Background: an optimization exercise with open tools, aiming at small area. Do not read the settings as production practice.
In this exercise RTL edits were held to simulation tests only and were not proved equivalent to the original.
Power and IR drop assume default switching activity.

==> flow/design.v <==
module pe (
    input  signed [7:0]  a,
    input  signed [7:0]  b,
    input  signed [7:0]  k0,
    input  signed [7:0]  k1,
    input  signed [7:0]  k2,
    input                px2,
    output signed [16:0] p0,
    output signed [16:0] p1,
    output signed [16:0] t0,
    output signed [15:0] t1
);
assign t0 = a * k0 + b * k1;
assign t1 = b * k0;
assign p0 = px2 ? a * k2 : t0;
assign p1 = px2 ? a * k1 + b * k2 : t1;
endmodule
module core(
            i_clk,
            i_rst,
            i_data,
            i_valid,
            o_data,
            o_valid
            );
input      i_clk;
input      i_rst;
input      i_valid;
output     o_valid;
input      [15:0] i_data;
output     [ 7:0] o_data;
parameter  idle      = 0;
parameter  kernel_in = 1;
parameter  image_in  = 2;
parameter  mul_plse  = 3;
parameter  linear    = 4;
localparam signed [21:0] MIN = 22'h200000;
reg         [7:0] data_o_w, data_o_r;
reg         o_valid_w, o_valid_r;
reg         [  3:0] channel_count, next_channel_count;
reg         [  1:0] x_axis       , next_x_axis;
reg         [  1:0] y_axis       , next_y_axis;
reg         [  5:0] x_image      , next_x_image;
reg         [  5:0] y_image      , next_y_image;
reg         [  2:0] state        , next_state;
reg  signed [ 21:0] max_out      , next_max;
reg         [  4:0] linear_count , next_linear_count;
reg         [  3:0] outcha_count , next_outcha_count;
reg         [  5:0] layer        , next_layer;
reg         [  3:0] max_new      , next_max_new;
reg         [  3:0] max_before   , next_max_before;
reg  [7:0] kr [0:7][0:8];
reg  [7:0] s0w [0:8];
reg  signed [21:0] P00, P10, P01, P11;
reg  signed [20:0] Q00, Q10, Q01, Q11;
integer i, s;
wire acc       = (state == image_in) && i_valid;
wire px2       = (x_image != 0) || x_axis[1];
wire [1:0] ky0 = y_axis;                
wire [1:0] ky1 = y_axis - 2'd1;         
wire signed [7:0] pa = i_data[15:8];
wire signed [7:0] pb = i_data[ 7:0];
wire signed [7:0] r0k0 = (ky0 == 0) ? kr[0][0] : (ky0 == 1) ? kr[0][1] : kr[0][2];
wire signed [7:0] r0k1 = (ky0 == 0) ? kr[0][3] : (ky0 == 1) ? kr[0][4] : kr[0][5];
wire signed [7:0] r0k2 = (ky0 == 0) ? kr[0][6] : (ky0 == 1) ? kr[0][7] : kr[0][8];
wire signed [7:0] r1k0 = (ky1 == 0) ? kr[0][0] : (ky1 == 1) ? kr[0][1] : kr[0][2];
wire signed [7:0] r1k1 = (ky1 == 0) ? kr[0][3] : (ky1 == 1) ? kr[0][4] : kr[0][5];
wire signed [7:0] r1k2 = (ky1 == 0) ? kr[0][6] : (ky1 == 1) ? kr[0][7] : kr[0][8];
wire signed [16:0] p0_0, p1_0, t0_0, p0_1, p1_1, t0_1;
wire signed [15:0] t1_0, t1_1;
pe PE_R0 (.a(pa), .b(pb), .k0(r0k0), .k1(r0k1), .k2(r0k2), .px2(px2),
          .p0(p0_0), .p1(p1_0), .t0(t0_0), .t1(t1_0));
pe PE_R1 (.a(pa), .b(pb), .k0(r1k0), .k1(r1k1), .k2(r1k2), .px2(px2),
          .p0(p0_1), .p1(p1_1), .t0(t0_1), .t1(t1_1));
wire row0_ok = (y_axis != 2'd3);
wire row1_ok = (y_axis != 2'd0);
wire signed [21:0] conv_out = y_axis[0] ? (x_axis[0] ? P11 : P01)
                                        : (x_axis[0] ? P10 : P00);
wire conv_gt = conv_out > max_out;
assign o_data  = data_o_r;
assign o_valid = o_valid_r;
always @(*)
begin
    next_max        = max_out;
    o_valid_w       = 0;
    data_o_w        = 0;
    next_max_new    = max_new;
    next_max_before = max_before;
    case (state)
        idle:
            next_max = MIN;
        image_in:
        begin
            if (i_valid)
            begin
                if (next_state == mul_plse) next_max = MIN;
                if (linear_count == 1 || linear_count == 11 || linear_count == 21)
                begin
                    next_max        = MIN;
                    next_max_new    = 0;
                    next_max_before = 0;
                end
            end
        end
        mul_plse:
        begin
            if (conv_gt && !conv_out[21]) next_max = conv_out;
            if ((x_axis == 1) && (y_axis == 1))
            begin
                o_valid_w = 1;
                if (layer == 30) data_o_w = {1'b0, next_max[9:3]};
                else             data_o_w = next_max[14:7];
            end
        end
        linear:
        begin
            next_max_new = max_new + 1;
            if (conv_gt)
            begin
                next_max_before = max_new;
                next_max        = conv_out;
            end
            if (linear_count == 10 || linear_count == 20 || linear_count == 30)
            begin
                o_valid_w = 1;
                data_o_w  = next_max_before;
            end
        end
        default: ;
    endcase
end
always@ (*)
begin
    next_x_axis        = x_axis;
    next_y_axis        = y_axis;
    next_state         = state;
    next_x_image       = x_image;
    next_y_image       = y_image;
    next_channel_count = channel_count;
    next_layer         = layer;
    next_linear_count  = linear_count;
    next_outcha_count  = outcha_count;
    case(state)
        idle:
        begin
            next_state            = kernel_in;
            next_x_axis           = 0;
            next_y_axis           = 0;
            next_x_image          = 0;
            next_y_image          = 0;
            next_channel_count    = 1;
            next_outcha_count     = outcha_count+1;
            if (layer == 0)
            begin
                next_layer        = 30;
                next_outcha_count = 0;
            end
            if (layer == 30 && outcha_count == 3)
            begin
                next_layer        = 14;
                next_outcha_count = 0;
            end
            if (layer == 14 && outcha_count == 7)
            begin
                next_layer        = 6;
                next_outcha_count = 0;
            end
            if (layer ==  6 && outcha_count == 3)
            begin
                next_layer        = 1;
                next_outcha_count = 0;
                next_linear_count = 1;
            end
        end
        kernel_in:
        begin
            if (i_valid)
            begin
                next_y_axis = y_axis+1;
                if (y_axis == 2)
                begin
                    next_y_axis = 0;
                    if (x_axis == 2)
                    begin
                        next_x_axis        = 0;
                        next_channel_count = channel_count+1;
                        if (channel_count == 8)
                        begin
                            next_channel_count = 1;
                            next_state         = image_in;
                        end
                    end
                    else
                        next_x_axis = x_axis+1;
                end
            end
        end
        image_in:
        begin
            if (i_valid)
            begin
                next_y_axis = y_axis+1;
                if (y_axis == 3)
                begin
                    next_y_axis = 0;
                    if (x_image == 0 && x_axis != 2)
                        next_x_axis = x_axis+2;
                    else
                    begin
                        next_x_axis        = 0;
                        next_channel_count = channel_count+1;
                        if (channel_count == 8)
                        begin
                            next_channel_count = 1;
                            next_state         = mul_plse;
                            if (x_image == 0 && layer == 1) next_state = linear;
                        end
                    end
                end
            end
        end
        mul_plse:
        begin
            if ((x_axis == 0) && (y_axis == 0))
            begin
                next_x_axis    = 1;
                next_y_axis    = 0;
            end
            else if ((x_axis == 1) && (y_axis == 0))
            begin
                next_x_axis    = 0;
                next_y_axis    = 1;
            end
            else if ((x_axis == 0) && (y_axis == 1))
            begin
                next_x_axis    = 1;
                next_y_axis    = 1;
            end
            else if ((x_axis == 1) && (y_axis == 1))
            begin
                next_x_axis    = 0;
                next_y_axis    = 0;
                next_state     = image_in;
                next_x_image   = x_image+2;
                if (x_image == layer)
                begin
                    next_x_image = 0;
                    next_y_image = y_image+2;
                    if (y_image == layer)
                    begin
                        next_y_image = 0;
                        next_state   = idle;
                    end
                end
            end
        end
        linear:
        begin
            next_state            = image_in;
            next_linear_count     = linear_count+1;
            if (linear_count == 30)
            begin
                next_state        = idle;
                next_linear_count = 0;
            end
        end
        default: ;
    endcase
end
wire wr_k  = (state == kernel_in) && i_valid;
wire rot   = (wr_k && x_axis == 2 && y_axis == 2) ||
             (acc && y_axis == 3 && (x_image != 0 || x_axis == 2));
wire [3:0] kidx = x_axis * 3 + y_axis;
wire tile_end = (state == mul_plse) && x_axis[0] && y_axis[0];
always @(*)
begin
    for (i = 0; i < 9; i = i + 1)
        s0w[i] = (wr_k && kidx == i) ? i_data[7:0] : kr[0][i];
end
always @(posedge i_clk)
begin
    if (rot)
    begin
        for (i = 0; i < 9; i = i + 1)
        begin
            kr[0][i] <= kr[7][i];
            kr[1][i] <= s0w[i];
            for (s = 2; s < 8; s = s + 1)
                kr[s][i] <= kr[s-1][i];
        end
    end
    else
    begin
        for (i = 0; i < 9; i = i + 1)
            kr[0][i] <= s0w[i];
    end
end
always @(posedge i_clk)
begin
    if (state == idle || state == linear)
    begin
        P00 <= 0; P10 <= 0; P01 <= 0; P11 <= 0;
        Q00 <= 0; Q10 <= 0; Q01 <= 0; Q11 <= 0;
    end
    else if (tile_end)
    begin
        if (x_image != layer)
        begin
            P00 <= Q00; P10 <= Q10; P01 <= Q01; P11 <= Q11;
        end
        else
        begin
            P00 <= 0; P10 <= 0; P01 <= 0; P11 <= 0;
        end
        Q00 <= 0; Q10 <= 0; Q01 <= 0; Q11 <= 0;
    end
    else if (acc)
    begin
        if (row0_ok)
        begin
            P00 <= P00 + p0_0;
            P10 <= P10 + p1_0;
            if (px2)
            begin
                Q00 <= Q00 + t0_0;
                Q10 <= Q10 + t1_0;
            end
        end
        if (row1_ok)
        begin
            P01 <= P01 + p0_1;
            P11 <= P11 + p1_1;
            if (px2)
            begin
                Q01 <= Q01 + t0_1;
                Q11 <= Q11 + t1_1;
            end
        end
    end
end
always@(posedge i_clk or negedge i_rst)
begin
    if (!i_rst)
    begin
        data_o_r      <= 0;
        o_valid_r     <= 0;
        state         <= 0;
        x_axis        <= 0;
        y_axis        <= 0;
        x_image       <= 0;
        y_image       <= 0;
        channel_count <= 1;
        max_out       <= 0;
        layer         <= 0;
        linear_count  <= 0;
        outcha_count  <= 0;
        max_new       <= 0;
        max_before    <= 0;
    end
    else
    begin
        data_o_r      <= data_o_w;
        o_valid_r     <= o_valid_w;
        state         <= next_state;
        x_axis        <= next_x_axis;
        y_axis        <= next_y_axis;
        x_image       <= next_x_image;
        y_image       <= next_y_image;
        channel_count <= next_channel_count;
        max_out       <= next_max;
        layer         <= next_layer;
        linear_count  <= next_linear_count;
        outcha_count  <= next_outcha_count;
        max_new       <= next_max_new;
        max_before    <= next_max_before;
    end
end
endmodule
==> flow/run.sh <==
#!/bin/bash
# synth_recipe.tcl (not shown) runs the flow's synth.tcl, then flattens the netlist and writes it again
# the make line also repeats each setting of config.mk as NAME=value (left out here)
make -C /OpenROAD-flow-scripts/flow DESIGN_CONFIG=/design/flow/config.mk WORK_HOME=/design/flow/orfs CLKGATE_MAP_FILE= SYNTH_SCRIPT=/design/flow/synth_recipe.tcl finish
==> flow/config.mk <==
export PLATFORM = sky130hd
export DESIGN_NAME = core
export DESIGN_NICKNAME = core
export VERILOG_FILES = /design/flow/design.v
export SDC_FILE = /design/flow/constraint.sdc
export NUM_CORES = 4
export LEC_CHECK = 0
export CAP_MARGIN = 20
export CORE_MARGIN = 2
export CORE_UTILIZATION = 40
export SLEW_MARGIN = 20
==> flow/constraint.sdc <==
create_clock -name core_clock -period 25.0 [get_ports {i_clk}]
set_input_delay 5.0000 -clock core_clock [delete_from_list [all_inputs] [get_ports {i_clk}]]
set_output_delay 5.0000 -clock core_clock [all_outputs]
set_load 0.01 [all_outputs]
==> run notes <==
==> cells in the final DEF, fill, tap and decap left out, drive strengths merged, types with 32 or more instances in the layout <==
| cell | instances |
|---|---|
| inv | 1059 |
| fa | 674 |
| ha | 625 |
| nand2 | 526 |
| edfxtp | 504 |
| a21oi | 389 |
| nor2 | 381 |
| and2 | 290 |
| o21ai | 276 |
| xnor2 | 274 |
| dfxtp | 244 |
| nor2b | 225 |
| mux2 | 157 |
| clkbuf | 129 |
| a21o | 118 |
| xor2 | 115 |
| buf | 109 |
| nand3 | 90 |
| dfrtp | 72 |
| nor3 | 71 |
| o21bai | 68 |
| mux2i | 66 |
| a211oi | 54 |
| nand2b | 53 |
| or2 | 52 |
| o21a | 34 |
| a31oi | 34 |
| a22oi | 32 |
==> path summary, 6_finish.rpt <==
check / startpoint / to / slack [ns] / cells past startpoint
max in group asynchronous: i_rst / x_axis[0]$_DFFE_PN0P_ / 19.94 / 1
setup reg to reg: y_axis[0]$_DFFE_PN0P_ / P00[21]$_SDFFE_PP0P_ / 14.42 / 38
min in group asynchronous: i_rst / layer[4]$_DFFE_PN0P_ / 4.43 / 1
hold reg to reg: kr[47][1]$_DFFE_PP_ / kr[56][1]$_DFFE_PP_ / 0.41 / 0
setup / recovery: i_data[5] / P01[18]$_SDFFE_PP0P_ / 11.94 / 31
hold / removal: kr[47][1]$_DFFE_PP_ / kr[56][1]$_DFFE_PP_ / 0.41 / 0
==> report_power, final <==
part / internal, uW / switching [uW] / leakage [uW]
registers: 1420 / 0.170 / 0.00580
clock network: 772 / 571 / 0.00145
logic: 13.2 / 43.2 / 0.0254
==> worst reg2reg max path, delay by kind of cell, from the launching register on <==
family                     cells  cell delay (ns)
adders and majority gates      8             3.40
AOI/OAI and AO/OA             10             2.26
and+or+nand+nor                9             2.26
buffers and inverters          8             1.59
xor gates and xnor gates       2             0.38
DFF                            1             0.35
muxes                          1             0.21
==> flip-flops by register name (all words and copies together), names as in the netlist, 22 cells and up <==
register	count
P00	22
P01	22
P10	22
P11	22
kr	576
max_out	22
==> layout make-up <==
| type | instances | area, um^2 | share of cell area, % |
|---|---|---|---|
| Clock buffer | 129 | 2560 | 3.32 |
| Multi-Input combinational cell | 4941 | 44400 | 57.6 |
| Tap cell | 2340 | 2930 | 3.80 |
| Sequential cell | 821 | 21800 | 28.4 |
| Timing Repair Buffer | 119 | 923 | 1.20 |
| Clock inverter | 36 | 462 | 0.599 |
| Inverter | 1056 | 3960 | 5.14 |
==> cells by family (layout without fill, tap and decap cells) <==
logic type      Yosys count  in the layout  share of synthesized area [%]
mux                     248            248                           4.21
simple gates           1787           1787                           12.3
flops                   821            821                           30.7
fa+ha+maj              1299           1299                           30.0
buf+inv                1334           1340                           7.13
xor+xnor                389            389                           4.79
compound gates         1218           1218                           10.9
==> metrics by stage <==
stage	area [um^2]	utilization [%]	hold slack [ns]	std cells	power, uW
after global placement	74000	41.9	0.400	9275	1510
after CTS	77000	43.6	0.396	9440	2860
after detailed placement	74000	41.9	0.405	9275	1510
final	77000	43.7	0.406	9442	2820
after global routing	77000	43.7	0.412	9442	2910
after floorplan	71100	-	0.400	7096	1480
==> routing by layer <==
metal	vias to the layer above	global-route usage, %	part of all wire (%)
li1	23500	-	-
met1	24800	27.2	45
met2	1160	32.7	45
met3	320	3.03	5.1
met4	4	8.43	4.4
met5	-	0	0.016
==> run notes <==
status finished clean; RSZ-0062 raised after global routing no; filler cell count 17,000; top post-synthesis cells by count inv_1 (1,055), fa_1 (674), ha_1 (625), nand2_1 (526), edfxtp_1 (504); initial antenna violation count 4; CORE AREA 176,000 um^2; share of cells above drive strength 1 7.73%; startpoint class of the critical path primary input; total detailed-routing wirelength 182,000 um; Leak Pwr 0.0326 uW; Tightest Pin Transition 1.09 ns; CP Buf/Inv Count 4; CTS Root Cell clkbuf_16; post-route setup slack 11.94 ns; Final Hold Violating Endpoints 0; CTS Buf Count 88; pwr/cell area 36.6 nW/um^2; vias in the first global route 50,700; max cap viols 0; Max Fclk 0.0766 GHz; count leader, synth inv_1; Gate Count Post-Synth 7,096; DR vias 49,800; Setup TNS 0 ns; io pins 28; CTS tree built; n_diodes 0; register bit total from synthesis 821; Nets 8,345; ys async rst share 8.89%; Starting Density 40.3%; crit-path max FO 32; Clock Path Buffers 3; Tot GR Track Use 20.3%; Max H-tree Level 3; VDD IR max 0.0515 mV; mean routed wirelength per cell 19.3 um; initial DRC count 3,552; largest net degree at the start of global routing 180; die area 181,000 um^2; Via density 5.27; Yosys warning count 3; Detail Route Antenna Nets 0; synth unique cells 94; main flop type after synthesis edfxtp_1; estimated wirelength of the detail-placed design 136,000 um; endpoint class of the critical path register; # setup viols final 0; total gr overflow 0; clock sink total 821; area leader, netlist edfxtp_1; crit path kind primary input to register; slew margin rel. 27.2%; sequential share of the synthesized area 30.7%; Area contributors post-synth edfxtp_1 (21%), fa_1 (19%), ha_1 (11%), dfxtp_1 (6.9%), inv_1 (5.6%); setup bufs post-CTS 0; DRC 0; DR pass1 iterations 5; final RePlAce weighted congestion 0.913; minimum clock period 13.06 ns; Post-Syn Area 71,100 um^2; area share of the leading cell type in the synthesized netlist 21.3%; PostCTS Resize Cnt 0; EDFF count, synth 504; Worst-Skew Late Latency 0.73 ns; # hold bufs at CTS 0; CP arrival 13.66 ns; Place WS 11.34 ns; Net Count, Synth 8,414; clk_skew 0.0308 ns; CP peak stage delay 0.68 ns; max-slew violation count 0; Top delay family on crit path compound AO/OA/AOI/OAI gates; IO buf count 27; chip height 426 um; first-pass GRT wire length 287,000 um; Final Cycle Share 52.2%; Reg clk slew, reported paths 0.06 ns; Mean Syn Cell Area 10.0 um^2; Crit-path slowest cell a21oi_1; die span in x 426 um; Worst EP required 25.60 ns; Rows 154; hold crit path type register to register; Layout area overhead 8.32%

## afterwards: timing with drivers on the ports
No port has a modelled driver above. Below, the same layout with a new extraction and two added sets of constraints. Step 1 assumes that a clkbuf_16 drives the clock port and a buf_2 every other input. Step 2 moves the port delays by t, midway between the first and last clock arrival at a register: inputs arrive t later, outputs are due t later. That takes back most of the time a late clock gives input paths. a / b / c = ideal / step 1 / step 2; a / b = the first two.
shift t [ns]: 0.794
setup WS [ns]: 11.939 / 12.000 / 11.206
worst hold slack (ns): 0.406 / 0.406 / 0.406
slew at the worst register clock pin (ns): 0.06 / 0.06
After both steps setup and hold are still met in this run. The setup slack of this run moves by +0.061 ns with the drivers and by -0.733 ns with both steps.
